From an optimization exercise on the open Yosys and OpenROAD flow, aimed at small area; shortcuts taken in it are not production practice. In this exercise RTL edits were held to simulation tests only and were not proved equivalent to the original. Power is estimated from default activity; no workload was simulated.

## flow/design.v (module list and top-level ports; edited modules follow where they fit)
// module Paddle_Top: 4224 lines
module Paddle_Top(i_Clk, i_Rst, i_Switch_1, i_Switch_2, i_Switch_3, i_Switch_4, i_UART_RX, o_UART_TX, o_Segment1_A, o_Segment1_B, o_Segment1_C, o_Segment1_D, o_Segment1_E, o_Segment1_F, o_Segment1_G, o_Segment2_A, o_Segment2_B, o_Segment2_C, o_Segment2_D, o_Segment2_E, o_Segment2_F
, o_Segment2_G, o_VGA_HSync, o_VGA_VSync, o_VGA_Red_0, o_VGA_Red_1, o_VGA_Red_2, o_VGA_Green_0, o_VGA_Green_1, o_VGA_Green_2, o_VGA_Blue_0, o_VGA_Blue_1, o_VGA_Blue_2);
  // ...
==> flow/flow/run.sh <==
#!/bin/bash
# Own layout flow: the standard flow (standard.sh) with three changes:
#  - after the standard synthesis, its combinational logic is mapped again
#    for area with ABC's amap (flow/remap.ys); registers keep their cells
#    and names;
#  - ports are buffered with the smallest buffer (sky130_fd_sc_hd__buf_1);
#  - clock tree synthesis uses clkbuf_4 buffers and inserts no dummy loads.
# Tool output: ORFS logs under orfs/logs/, make output in flow_synth.log and
# flow_make.log, the re-mapping in remap.log.
set -euo pipefail
R=orfs/results/$FLOW_PLATFORM/Paddle_Top/base
LIB=$FLOW_HOME/platforms/sky130hd/lib/sky130_fd_sc_hd__tt_025C_1v80.lib
DONTUSE="-dont_use *probe* -dont_use *lpflow*"
bash standard.sh synth > flow_synth.log 2>&1
cp $R/1_2_yosys.v $R/1_2_yosys_standard.v
sed -e "s#@LIB@#$LIB#g" -e "s#@IN@#$R/1_2_yosys_standard.v#" -e "s#@OUT@#$R/1_2_yosys_remap.v#" \
    -e "s#@TOP@#$FLOW_TOP#" -e "s#@DONTUSE@#$DONTUSE -dont_use *clkbuf* -dont_use *clkinv* -dont_use *dly*#" \
    flow/remap.ys > remap_run.ys
yosys -l remap.log remap_run.ys > /dev/null
cp $R/1_2_yosys_remap.v $R/1_2_yosys.v
export BUFFER_PORTS_ARGS="-buffer_cell sky130_fd_sc_hd__buf_1"
export CTS_ARGS="-sink_clustering_enable -repair_clock_nets -buf_list sky130_fd_sc_hd__clkbuf_4 -sink_clustering_max_diameter 40 -dont_use_dummy_load"
bash standard.sh finish > flow_make.log 2>&1
==> flow/flow/remap.ys <==
# Re-map the combinational logic of the standard synthesis for area.
# Registers (dfxtp/edfxtp) and tie cells are kept as they are, with their
# names; every other cell is replaced by its function and mapped again by
# ABC with an area-only script (no buffering or upsizing), then the
# standard synthesis's closing steps are repeated.
read_liberty -ignore_miss_func @LIB@
read_verilog @IN@
hierarchy -top @TOP@
blackbox sky130_fd_sc_hd__dfxtp_1 sky130_fd_sc_hd__edfxtp_1 sky130_fd_sc_hd__conb_1
flatten
rename -hide w:*.*
opt_clean -purge
abc -liberty @LIB@ @DONTUSE@ -script "+strash;dch -f;amap -F 200 -A 200;topo"
opt_clean -purge
read_liberty -lib -ignore_redef @LIB@
hilomap -singleton -hicell sky130_fd_sc_hd__conb_1 HI -locell sky130_fd_sc_hd__conb_1 LO
insbuf -buf sky130_fd_sc_hd__buf_4 A X
opt_clean -purge
tee -o remap_stat.txt stat -liberty @LIB@
check -assert
write_verilog -noattr -nohex -nodec @OUT@
==> flow/standard.sh <==
#!/bin/bash
# synth_recipe.tcl (not shown) runs the flow's synth.tcl, then flattens the netlist and writes it again
# the make line also repeats each setting of config.mk as NAME=value (left out here)
make -C /OpenROAD-flow-scripts/flow DESIGN_CONFIG=/design/flow/config.mk WORK_HOME=/design/flow/orfs CLKGATE_MAP_FILE= SYNTH_SCRIPT=/design/flow/synth_recipe.tcl "${@:-finish}"
==> flow/config.mk <==
export PLATFORM = sky130hd
export DESIGN_NAME = Paddle_Top
export DESIGN_NICKNAME = Paddle_Top
export VERILOG_FILES = /design/flow/design.v
export SDC_FILE = /design/flow/constraint.sdc
export NUM_CORES = 4
export LEC_CHECK = 0
export ABC_AREA = 1
export CAP_MARGIN = 20
export CORE_MARGIN = 2
export CORE_UTILIZATION = 40
export PLACE_DENSITY = 0.6
export SLEW_MARGIN = 20
==> flow/constraint.sdc <==
create_clock -name core_clock -period 8.0 [get_ports {i_Clk}]
set_input_delay 1.6000 -clock core_clock [delete_from_list [all_inputs] [get_ports {i_Clk}]]
set_output_delay 1.6000 -clock core_clock [all_outputs]
set_load 0.01 [all_outputs]
==> key figures, run 1 <==
Status
  – Status: complete, no violations

Worst setup path
  – Startpoint Class: flip-flop
  – Critical Path Max Stage Delay: 430 ps
  – Crit Path Class: reg -> out
  – Worst path bufs/invs: 3
  – Reg2Reg Launch Point: r_BH[2]

Final layout
  – Ant. Diodes: 1
  – Share of post-route cells with drive strength above 1: 0.02695
  – Signal buffers: 34
  – Final nets: 714
  – Most frequent cells in the layout: dfxtp_1 (125), inv_1 (101), nor2_1 (88)
  – Most common cell after layout, fill and taps aside: dfxtp_1
  – Cell Count, Final, Fillers Out: 882
  – FF+latch count: 126
  – Clock network area share: 0.02201

Worst hold path
  – Min-delay worst type: reg -> reg

Placed design
  – GP Congestion: 0.8408

Power
  – Pwr top: registers
  – Int Pwr: 0.0008130 W
  – Power share of the clock group: 0.256
  – Pwr Density: 191.3 nW/µm²
  – P_clk: 0.000284 W

Floorplanning
  – Core Footprint: 13,190 µm²
  – I/O pin total: 33
  – Initial core utilization: 0.4073
  – Die Y-Extent: 119.9 µm

Timing
  – Tcrit/Tclk final: 0.5386
  – Fin. max-slew vios: 0
  – Setup TNS: 0 ps

GRT
  – Global route overflow: 0
  – Global route hottest layer: met2
  – Total GRT Usage: 0.1778
  – Routing usage on met2: 0.3011
  – Initial antenna violation count: 1
  – Vias in the first global route: 4,592

Routing
  – Met2 WL: 5864 µm
  – DRT Pass-1 Iters: 5
  – Met3 wire length: 486 µm

Synthesis
  – Syn. warnings: 1

CTS
  – CTS clock-pin slew for the worst setup and hold paths: 110 ps
  – Post-CTS sizing: 0
==> run 2: changes to the inputs <==
--- a/flow/flow/run.sh
+++ b/flow/flow/run.sh
@@ -19,5 +19,5 @@
 yosys -l remap.log remap_run.ys > /dev/null
 cp $R/1_2_yosys_remap.v $R/1_2_yosys.v
 export BUFFER_PORTS_ARGS="-buffer_cell sky130_fd_sc_hd__buf_1"
-export CTS_ARGS="-sink_clustering_enable -repair_clock_nets -buf_list sky130_fd_sc_hd__clkbuf_4 -sink_clustering_max_diameter 40 -dont_use_dummy_load"
+export CTS_ARGS="-sink_clustering_enable -repair_clock_nets -buf_list sky130_fd_sc_hd__clkbuf_4 -root_buf sky130_fd_sc_hd__clkbuf_8 -dont_use_dummy_load"
 bash standard.sh finish > flow_make.log 2>&1
==> run 2 against run 1 <==
Non-clock buffer count did not move. Global-route usage did not move. Sequential power barely moved. Clock power rose by 2%. First-iteration DRC count fell by 4.1%. Critical endpoint unchanged.
==> key figures, run 2 <==
Status
  – Status: complete, no violations (unchanged)

CTS
  – Clk latency of the worst-skew pair: 430 ps (was 530 ps)
  – CTS tree: yes (unchanged)
  – Setup Buffers After CTS: 0 (unchanged)
  – Clock buffer count from CTS: 17 (unchanged)
  – Post-CTS Hold Buffers: 0 (unchanged)
  – Clk sinks: 126 (unchanged)
  – Post-CTS sizing: 0 (unchanged)
  – Root Buffer: clkbuf_8 (was clkbuf_4)
  – Clock Tree Buf Depth: 2 (unchanged)
  – Htree depth: 4 (unchanged)
  – CTS clock-pin slew for the worst setup and hold paths: 110 ps (about the same)

Final layout
  – Largest Register: r_BC (unchanged)
  – Max reg flops: 15 (unchanged)
  – Most common cell after layout, fill and taps aside: dfxtp_1 (unchanged)
  – Final nets: 714 (unchanged)
  – Area delta synth->final: 7.988% (was 7.918%)
  – Largest registers: r_BC (15), r_LC (11), r_RC (11) (unchanged)
  – Share of post-route cells with drive strength above 1: 0.02695 (unchanged)
  – Most frequent cells in the layout: dfxtp_1 (125), inv_1 (101), nor2_1 (88) (unchanged)
  – Ant. Diodes: 0 (was 1)
  – Core Util, Final: 0.4399 (was 0.4396)

Worst setup path
  – Flop-to-flop setup slack: 5030 ps (about the same)
  – Crit Path Class: reg -> out (unchanged)
  – R2R cell count: 13 (unchanged)
  – WP data arrival: 2600 ps (was 2710 ps)
  – Critical Path Max Stage Delay: 470 ps (was 430 ps)
  – Crit path capture: o_Segment1_B (unchanged)
  – Most common cell on crit path: o21ai_0 (unchanged)
  – Reg2Reg Launch Point: r_BH[2] (unchanged)
  – Critical path, cell by cell: inv_1 -> nor3_1 -> inv_1 -> nand3_1 -> o21ai_0 -> a21oi_1 -> o21ai_0 -> o21ai_0 -> o21ai_0 -> o32ai_1 -> buf_1 (unchanged)
  – Slowest-stage cell, CP: dfxtp_1 (unchanged)
  – Crit-path max FO: 8 (was 6)
  – Crit end category: primary output (unchanged)
  – CP Launch Point: r_Byte[4] (was r_Byte[6])
  – Reg2reg end: r_BH[5] (unchanged)
  – Startpoint Class: flip-flop (unchanged)
  – Worst EP required: 6400 ps (about the same)

GRT
  – Largest net degree at the start of global routing: 19 (unchanged)
  – Vias in the first global route: 4,592 (unchanged)
  – Total GRT Usage: 0.1778 (unchanged)
  – Initial antenna violation count: 0 (was 1)
  – Global route overflow: 0 (unchanged)
  – First-pass GRT wire length: 20,720 µm (unchanged)

Timing
  – Relative slew slack: 0.4622 (was 0.4589)
  – Worst-Margin Slew: 800.6 ps (was 805.5 ps)
  – Clock skew: 44.11 ps (was 44.65 ps)
  – Final hold violation count: 0 (unchanged)
  – Tmin final: 4204 ps (was 4309 ps)
  – Final setup vio count: 0 (unchanged)
  – Hold_ws: 409.3 ps (was 409.6 ps)
  – Fin. max-slew vios: 0 (unchanged)
  – Setup ws final: 3796 ps (was 3691 ps)
  – RSZ-0062 raised after global routing: no (unchanged)
  – Fmax achieved: 237.9 MHz (was 232.1 MHz)
  – Setup TNS: 0 ps (unchanged)
  – Tcrit/Tclk final: 0.5254 (was 0.5386)

Placed design
  – Pre-CTS setup slack: 4261 ps (unchanged)
  – GP Congestion: 0.8408 (unchanged)
  – Port Buffers: 32 (unchanged)
  – Post-DP HPWL: 9074 µm (unchanged)

Power
  – Pwr Density: 192.5 nW/µm² (was 191.3 nW/µm²)
  – Leak: 2.197 nW (was 2.195 nW)
  – VDD IR-drop max: 0.1487 mV (about the same)

Floorplanning
  – Std cell rows: 42 (unchanged)
  – Die W: 119.9 µm (unchanged)
  – Core Footprint: 13,190 µm² (unchanged)
  – Die Y-Extent: 119.9 µm (unchanged)
  – I/O pin total: 33 (unchanged)
  – Initial core utilization: 0.4073 (unchanged)
  – Die area: 14,370 µm² (unchanged)

Routing
  – Number of DRC markers in iteration 0: 355 (was 370)
  – Vias per cell: 5.409 (was 5.406)
  – Via count of the routed design: 4,765 (was 4,768)
  – DRT Pass-1 Iters: 5 (unchanged)
  – DRT Wirelength: 12,180 µm (was 12,150 µm)
  – DR WL/cell: 13.82 µm (was 13.78 µm)
  – Routed Antenna Nets: 0 (unchanged)
  – Residual DRC count: 0 (unchanged)

Synthesis
  – Mapped Avg Cell Area: 8.116 µm² (unchanged)
  – Post-Syn Area: 5373 µm² (unchanged)
  – Post-Synthesis Cells: 662 (unchanged)
  – Mapped Nets: 669 (unchanged)
  – Syn. warnings: 1 (unchanged)

Worst hold path
  – Min-delay worst type: reg -> reg (unchanged)

Job
  – Max Cap Violations: 0 (unchanged)
run 2: cell count changes in the layout (fill, tap and decap cells not counted), sizes merged:
| cell | change |
|---|---|
| diode | -1 |
run 2: metrics by stage:
| stage | power (W) | cells | cell area [µm²] |
|---|---|---|---|
| 3_3_place_gp | 0.0008354 | 864 | 5668 |
| 2_1_floorplan | 0.0008010 | 662 | 5373 |
| 5_1_grt | 0.001184 | 881 | 5802 |
| 6_report | 0.001117 | 881 | 5802 |
| 3_5_place_dp | 0.0008394 | 864 | 5668 |
| 4_1_cts | 0.001136 | 881 | 5802 |
run 2: power breakdown:
part	leakage, nW	internal [W]	total (W)	switching, W
registers	1.02	0.000669	0.000703	0.0000336
clock network	0.0808	0.000104	0.000291	0.000187
logic	1.09	0.0000471	0.000123	0.0000757
run 2: area by class of cell:
cell class | count | area [µm²]
repair buffers | 34 | 135.1
multi-input cells | 427 | 2401
clock buffers | 17 | 133.9
inverters | 101 | 379.1
well taps | 176 | 220.2
flip-flops and latches | 126 | 2532
fillers | 1330 | 7388
run 2: layer usage:
layer,global-route usage,vias to the layer above,share of wire
met3,0.05276,10,0.043
met4,0.05074,0,0.0094
met2,0.3011,93,0.48
met5,0,-,0
li1,-,2461,-
met1,0.2194,2201,0.47
run 2: worst max-delay path: cells and delay by family (launching register included):
family                 cells  cell delay (ps)
AOI/OAI and AO/OA          6              960
DFF                        1              470
buffers and inverters      3              390
and+or+nand+nor            2              350
run 2: worst min path at each step:
stage                     startpoint  endpoint  slack (ps)  cells after the start
after floorplan              r_LC[5]   r_LC[6]         380                      1
after global placement       r_tu[1]   r_tu[2]         390                      1
after detailed placement     r_tu[1]   r_tu[2]         390                      1
after CTS                    r_LC[5]   r_LC[6]         410                      1
after global routing         r_LC[5]   r_LC[6]         420                      1
final                        r_LC[5]   r_LC[6]         410                      1
==> run 3: changes to the inputs <==
--- a/flow/flow/run.sh
+++ b/flow/flow/run.sh
@@ -19,5 +19,5 @@
 yosys -l remap.log remap_run.ys > /dev/null
 cp $R/1_2_yosys_remap.v $R/1_2_yosys.v
 export BUFFER_PORTS_ARGS="-buffer_cell sky130_fd_sc_hd__buf_1"
-export CTS_ARGS="-sink_clustering_enable -repair_clock_nets -buf_list sky130_fd_sc_hd__clkbuf_4 -root_buf sky130_fd_sc_hd__clkbuf_8 -dont_use_dummy_load"
+export CTS_ARGS="-sink_clustering_enable -repair_clock_nets -buf_list sky130_fd_sc_hd__clkbuf_4 -sink_buffer_max_cap_derate 0.7 -dont_use_dummy_load"
 bash standard.sh finish > flow_make.log 2>&1
==> run 3 against run 2 <==
Still clean. Clock power down 2%. Synthesized cell count stayed put. Sequential power is essentially flat. Final cell count increased by 0.11%. Wire length is 0.22% lower. Highest routed layer unchanged.
==> key figures, run 3 <==
Worst setup path
  – Crit Path Class: reg -> out (unchanged)
  – Critical Path Max Stage Delay: 430 ps (was 470 ps)
  – Critical path, cell by cell: inv_1 -> nor3_1 -> inv_1 -> nand3_1 -> o21ai_0 -> a21oi_1 -> o21ai_0 -> o21ai_0 -> o21ai_0 -> o32ai_1 -> buf_1 (unchanged)
  – Crit-path max FO: 6 (was 8)
  – Slowest-stage cell, CP: dfxtp_1 (unchanged)
  – WP data arrival: 2710 ps (was 2600 ps)
  – Top delay family on crit path: compound AO/OA/AOI/OAI gates (unchanged)
  – Most common cell on crit path: o21ai_0 (unchanged)
  – Startpoint Class: flip-flop (unchanged)
  – Crit end category: primary output (unchanged)
  – Worst path bufs/invs: 3 (unchanged)
  – Worst EP required: 6400 ps (about the same)

CTS
  – Setup Buffers After CTS: 0 (unchanged)
  – Htree depth: 4 (unchanged)
  – Clk sinks: 126 (unchanged)
  – CTS clock-pin slew for the worst setup and hold paths: 110 ps (about the same)
  – Root Buffer: clkbuf_4 (was clkbuf_8)
  – Post-CTS Hold Buffers: 0 (unchanged)
  – Post-CTS sizing: 0 (unchanged)
  – Clock buffer count from CTS: 17 (unchanged)
  – Clock Tree Buf Depth: 2 (unchanged)
  – Clk latency of the worst-skew pair: 530 ps (was 430 ps)
  – CTS tree: yes (unchanged)

Power
  – Sw power: 0.0002964 W (was 0.0002967 W)
  – Switching share of power: 0.2671 (was 0.2657)
  – Leak: 2.195 nW (was 2.197 nW)
  – Comb pwr share: 0.111 (was 0.110)
  – Total power: 0.001109 W (was 0.001117 W)
  – Pwr Density: 191.3 nW/µm² (was 192.5 nW/µm²)
  – Power share of the clock group: 0.256 (was 0.261)
  – Int Pwr: 0.0008130 W (was 0.0008201 W)
  – Reg power frac: 0.633 (was 0.629)
  – VDD IR-drop max: 0.1487 mV (about the same)

Timing
  – Clock skew: 44.65 ps (was 44.11 ps)
  – Setup ws final: 3691 ps (was 3796 ps)
  – Final hold violation count: 0 (unchanged)
  – Final setup vio count: 0 (unchanged)
  – Tmin final: 4309 ps (was 4204 ps)
  – Fin. max-slew vios: 0 (unchanged)
  – Relative slew slack: 0.4589 (was 0.4622)
  – RSZ-0062 raised after global routing: no (unchanged)
  – Fmax achieved: 232.1 MHz (was 237.9 MHz)
  – Setup TNS: 0 ps (unchanged)
  – Worst-Margin Slew: 805.5 ps (was 800.6 ps)
  – Tcrit/Tclk final: 0.5386 (was 0.5254)

GRT
  – Global route overflow: 0 (unchanged)
  – Vias in the first global route: 4,592 (unchanged)
  – Initial antenna violation count: 1 (was 0)
  – Largest net degree at the start of global routing: 19 (unchanged)
  – Total GRT Usage: 0.1778 (unchanged)
  – First-pass GRT wire length: 20,720 µm (unchanged)

Floorplanning
  – Core Footprint: 13,190 µm² (unchanged)
  – Die W: 119.9 µm (unchanged)
  – Die Y-Extent: 119.9 µm (unchanged)
  – Std cell rows: 42 (unchanged)
  – I/O pin total: 33 (unchanged)
  – Die area: 14,370 µm² (unchanged)
  – Initial core utilization: 0.4073 (unchanged)

Final layout
  – Largest registers: r_BC (15), r_LC (11), r_RC (11) (unchanged)
  – Most common cell after layout, fill and taps aside: dfxtp_1 (unchanged)
  – Largest Register: r_BC (unchanged)
  – Max reg flops: 15 (unchanged)
  – Share of post-route cells with drive strength above 1: 0.02695 (unchanged)
  – Final nets: 714 (unchanged)
  – Most frequent cells in the layout: dfxtp_1 (125), inv_1 (101), nor2_1 (88) (unchanged)
  – Fillers: 1,333 (was 1,330)
  – Area delta synth->final: 7.918% (was 7.988%)

Synthesis
  – Post-Syn Area: 5373 µm² (unchanged)
  – Syn. warnings: 1 (unchanged)
  – Mapped Nets: 669 (unchanged)
  – Mapped Avg Cell Area: 8.116 µm² (unchanged)
  – Post-Synthesis Cells: 662 (unchanged)

Placed design
  – Post-DP HPWL: 9074 µm (unchanged)
  – Port Buffers: 32 (unchanged)
  – GP Congestion: 0.8408 (unchanged)
  – Pre-CTS setup slack: 4261 ps (unchanged)

Routing
  – Via count of the routed design: 4,768 (was 4,765)
  – Routed Antenna Nets: 0 (unchanged)
  – DRT Wirelength: 12,150 µm (was 12,180 µm)
  – Residual DRC count: 0 (unchanged)
  – Vias per cell: 5.406 (was 5.409)
  – DR WL/cell: 13.78 µm (was 13.82 µm)
  – DRT Pass-1 Iters: 5 (unchanged)
  – Number of DRC markers in iteration 0: 370 (was 355)

Worst hold path
  – Min-delay worst type: reg -> reg (unchanged)

Job
  – Max Cap Violations: 0 (unchanged)

Status
  – Status: complete, no violations (unchanged)
[run 3: cell types whose count changed in the layout (fill, tap and decap cells not counted)]
cell / before / now
clkbuf_4: 16 / 17
clkbuf_8: 1 / 0
diode_2: 0 / 1
[run 3: path summary, 6_finish.rpt]
check | start | to | slack, ps | cells past startpoint
setup / recovery | r_Byte[6] | o_Segment1_B | 3690 | 11
hold / removal | r_LC[5] | r_LC[6] | 410 | 1
setup reg to reg | r_BH[2] | r_BH[5] | 5030 | 13
hold reg to reg | r_LC[5] | r_LC[6] | 410 | 1
[run 3: routing by layer]
metal  vias up  wire [µm]  global-route usage
met2        84       5864              0.3011
met3         9        486             0.05276
met5         -          0                   0
met1      2211       5692              0.2194
li1       2464          -                   -
met4         0        107             0.05074
[run 3: power by group through the flow]
stage	Sequential, W	Clock [W]	Combinational [W]
6_report	0.000702	0.000284	0.000123
3_5_place_dp	0.000716	0	0.000124
4_1_cts	0.000702	0.000303	0.000124
3_3_place_gp	0.000715	0	0.000121
5_1_grt	0.000709	0.000326	0.000142
2_1_floorplan	0.000708	0	0.0000934
[run 3: stage by stage]
| stage | util | hold slack, ps | instance area, µm² | std cells |
|---|---|---|---|---|
| floorplan | - | 384.4 | 5373 | 662 |
| global placement | 0.4297 | 390.9 | 5668 | 864 |
| detailed placement | 0.4297 | 390.8 | 5668 | 864 |
| CTS | 0.4394 | 413.1 | 5796 | 881 |
| global route | 0.4396 | 420.8 | 5798 | 882 |
| finish | 0.4396 | 409.6 | 5798 | 882 |
[run 3: final cells by class]
type	count	area, µm²	area share
Sequential cell	126	2532	0.4368
Multi-Input combinational cell	427	2401	0.4141
Inverter	101	379.1	0.06539
Tap cell	176	220.2	0.03798
Timing Repair Buffer	34	135.1	0.02331
Clock buffer	17	127.6	0.02201
Antenna cell	1	2.502	0.0004316
[run 3: worst register-to-register path, cell delays in order (launching register included)]
cell and delay, ps:
dfxtp_1 350, inv_1 170, nor4_1 120, inv_1 100, a21oi_1 110, nor3_1 370, inv_1 220, a211oi_1 450
inv_1 110, nor4_1 350, a41oi_1 120, nor2_1 190, o21ai_0 110, o311a_1 120
==> run 4: changes to the inputs <==
--- a/flow/flow/run.sh
+++ b/flow/flow/run.sh
@@ -19,5 +19,5 @@
 yosys -l remap.log remap_run.ys > /dev/null
 cp $R/1_2_yosys_remap.v $R/1_2_yosys.v
 export BUFFER_PORTS_ARGS="-buffer_cell sky130_fd_sc_hd__buf_1"
-export CTS_ARGS="-sink_clustering_enable -repair_clock_nets -buf_list sky130_fd_sc_hd__clkbuf_4 -sink_buffer_max_cap_derate 0.7 -dont_use_dummy_load"
+export CTS_ARGS="-sink_clustering_enable -repair_clock_nets -buf_list sky130_fd_sc_hd__clkbuf_4 -dont_use_dummy_load"
 bash standard.sh finish > flow_make.log 2>&1
==> run 4 against run 3 <==
Critical path depth is the same. Synthesized area unchanged. Hold slack is the same. Synthesized cell count is the same. Global-route usage stayed put. Register-to-register slack about the same. Critical path type unchanged. Power stayed put. Maximum frequency is the same. Clock skew stayed put. Worst setup slack did not move. Clock-buffer cell count stayed put.
==> key figures, run 4 <==
Floorplanning
  – Core Footprint: 13,190 µm² (unchanged)
  – Die Y-Extent: 119.9 µm (unchanged)
  – Die W: 119.9 µm (unchanged)
  – I/O pin total: 33 (unchanged)
  – Initial core utilization: 0.4073 (unchanged)
  – Die area: 14,370 µm² (unchanged)
  – Std cell rows: 42 (unchanged)

Timing
  – Tcrit/Tclk final: 0.5386 (unchanged)
  – Fin. max-slew vios: 0 (unchanged)
  – Fmax achieved: 232.1 MHz (unchanged)
  – Clock skew: 44.65 ps (unchanged)
  – Worst-Margin Slew: 805.5 ps (unchanged)
  – Final setup vio count: 0 (unchanged)
  – Hold_ws: 409.6 ps (unchanged)
  – Final hold violation count: 0 (unchanged)
  – Tmin final: 4309 ps (unchanged)
  – Setup TNS: 0 ps (unchanged)
  – Relative slew slack: 0.4589 (unchanged)
  – RSZ-0062 raised after global routing: no (unchanged)

Routing
  – Routed Antenna Nets: 0 (unchanged)
  – Residual DRC count: 0 (unchanged)
  – DRT Wirelength: 12,150 µm (unchanged)
  – Via count of the routed design: 4,768 (unchanged)
  – DR WL/cell: 13.78 µm (unchanged)
  – DRT Pass-1 Iters: 5 (unchanged)
  – Vias per cell: 5.406 (unchanged)
  – Number of DRC markers in iteration 0: 370 (unchanged)

Power
  – VDD IR-drop max: 0.1487 mV (unchanged)
  – Power share of the clock group: 0.256 (about the same)
  – Leak: 2.195 nW (unchanged)
  – Switching share of power: 0.2671 (unchanged)
  – Total power: 0.001109 W (unchanged)
  – Comb pwr share: 0.111 (about the same)
  – Int Pwr: 0.0008130 W (unchanged)
  – Sw power: 0.0002964 W (unchanged)
  – Pwr Density: 191.3 nW/µm² (unchanged)
  – Reg power frac: 0.633 (about the same)

Worst setup path
  – Critical Path Max Stage Delay: 430 ps (about the same)
  – Crit Path Class: reg -> out (unchanged)
  – Startpoint Class: flip-flop (unchanged)
  – Crit end category: primary output (unchanged)
  – Most common cell on crit path: o21ai_0 (unchanged)
  – Crit-path max FO: 6 (unchanged)
  – WP data arrival: 2710 ps (about the same)
  – Slowest-stage cell, CP: dfxtp_1 (unchanged)
  – Worst EP required: 6400 ps (about the same)
  – Critical path, cell by cell: inv_1 -> nor3_1 -> inv_1 -> nand3_1 -> o21ai_0 -> a21oi_1 -> o21ai_0 -> o21ai_0 -> o21ai_0 -> o32ai_1 -> buf_1 (unchanged)

Final layout
  – Fillers: 1,333 (unchanged)
  – Share of post-route cells with drive strength above 1: 0.02695 (unchanged)
  – Largest registers: r_BC (15), r_LC (11), r_RC (11) (unchanged)
  – Core Util, Final: 0.4396 (unchanged)
  – Max reg flops: 15 (unchanged)
  – Area delta synth->final: 7.918% (unchanged)
  – Most frequent cells in the layout: dfxtp_1 (125), inv_1 (101), nor2_1 (88) (unchanged)
  – Largest Register: r_BC (unchanged)
  – Post-route design area: 5798 µm² (unchanged)
  – Final nets: 714 (unchanged)
  – Most common cell after layout, fill and taps aside: dfxtp_1 (unchanged)

CTS
  – Clock Tree Buf Depth: 2 (unchanged)
  – Clk latency of the worst-skew pair: 530 ps (about the same)
  – Clk sinks: 126 (unchanged)
  – Post-CTS sizing: 0 (unchanged)
  – CTS tree: yes (unchanged)
  – Htree depth: 4 (unchanged)
  – Setup Buffers After CTS: 0 (unchanged)
  – Clock buffer count from CTS: 17 (unchanged)
  – Post-CTS Hold Buffers: 0 (unchanged)
  – Root Buffer: clkbuf_4 (unchanged)
  – CTS clock-pin slew for the worst setup and hold paths: 110 ps (about the same)

Synthesis
  – Mapped Avg Cell Area: 8.116 µm² (unchanged)
  – Syn. warnings: 1 (unchanged)
  – Post-Syn Area: 5373 µm² (unchanged)
  – Post-Synthesis Cells: 662 (unchanged)
  – Mapped Nets: 669 (unchanged)

Placed design
  – Port Buffers: 32 (unchanged)
  – Post-DP HPWL: 9074 µm (unchanged)
  – GP Congestion: 0.8408 (unchanged)
  – Area after DPL: 5668 µm² (unchanged)

GRT
  – Total GRT Usage: 0.1778 (unchanged)
  – Initial antenna violation count: 1 (unchanged)
  – Vias in the first global route: 4,592 (unchanged)
  – First-pass GRT wire length: 20,720 µm (unchanged)
  – Global route overflow: 0 (unchanged)
  – Largest net degree at the start of global routing: 19 (unchanged)

Status
  – Status: complete, no violations (unchanged)

Worst hold path
  – Min-delay worst type: reg -> reg (unchanged)

Job
  – Max Cap Violations: 0 (unchanged)
-- run 4: through the flow --
stage	instances	setup slack, ps
after floorplan	662	4367
after global placement	864	4412
after detailed placement	864	4261
after CTS	881	3643
after global routing	882	3352
final	882	3691
-- run 4: worst paths after layout --
kind	from	end	slack, ps	depth (start not counted)
max reg2reg	r_BH[2]	r_BH[5]	5030	13
min	r_LC[5]	r_LC[6]	410	1
min reg2reg	r_LC[5]	r_LC[6]	410	1
max	r_Byte[6]	o_Segment1_B	3690	11
-- run 4: layer usage --
metal / vias up / global-route usage / part of all wire
met5: - / 0 / 0
met2: 84 / 0.3011 / 0.48
met3: 9 / 0.05276 / 0.040
met4: 0 / 0.05074 / 0.0088
li1: 2464 / - / -
met1: 2211 / 0.2194 / 0.47
-- run 4: power groups by stage --
stage | sequential [W] | combinational (W) | clock (W)
final | 0.000702 | 0.000123 | 0.000284
after global routing | 0.000709 | 0.000142 | 0.000326
after CTS | 0.000702 | 0.000124 | 0.000303
after detailed placement | 0.000716 | 0.000124 | 0
after global placement | 0.000715 | 0.000121 | 0
after floorplan | 0.000708 | 0.0000934 | 0
-- run 4: final cells by class --
type	count	area [µm²]	share of cell area
Clock buffer	17	127.6	0.02201
Sequential cell	126	2532	0.4368
Antenna cell	1	2.502	0.0004316
Timing Repair Buffer	34	135.1	0.02331
Tap cell	176	220.2	0.03798
Inverter	101	379.1	0.06539
Multi-Input combinational cell	427	2401	0.4141
-- run 4: worst max-delay path, delay by kind of cell, from the launching register on --
family | cells | cell delay, ps
buf+inv | 3 | 410
flops | 1 | 430
compound gates | 6 | 960
simple gates | 2 | 370

## separate check: timing with driven ports
The results above use ideal ports. As a check the final layouts listed here were re-extracted and re-timed, cells and wires unchanged. Step 1, drivers: a clkbuf_16 drives i_Clk and a buf_2 each remaining input, both assumed. Step 2 moves the port delays by t, midway between the first and last clock arrival at a register: inputs arrive t later, outputs are due t later. That takes back most of the time a late clock gives input paths. Slacks: no drivers / after step 1 / after step 2; pairs: no drivers / after step 1.
run | t, ns | setup WS [ns] | worst setup path after step 2
run 1 | 0.544 | 3.691 / 3.653 / 4.198 | register to output
run 2 | 0.442 | 3.796 / 3.757 / 4.199 | register to output
run 3 | 0.544 | 3.691 / 3.653 / 4.198 | register to output
run 4 | 0.544 | 3.691 / 3.653 / 4.198 | register to output
After both steps every run listed still meets setup and hold.
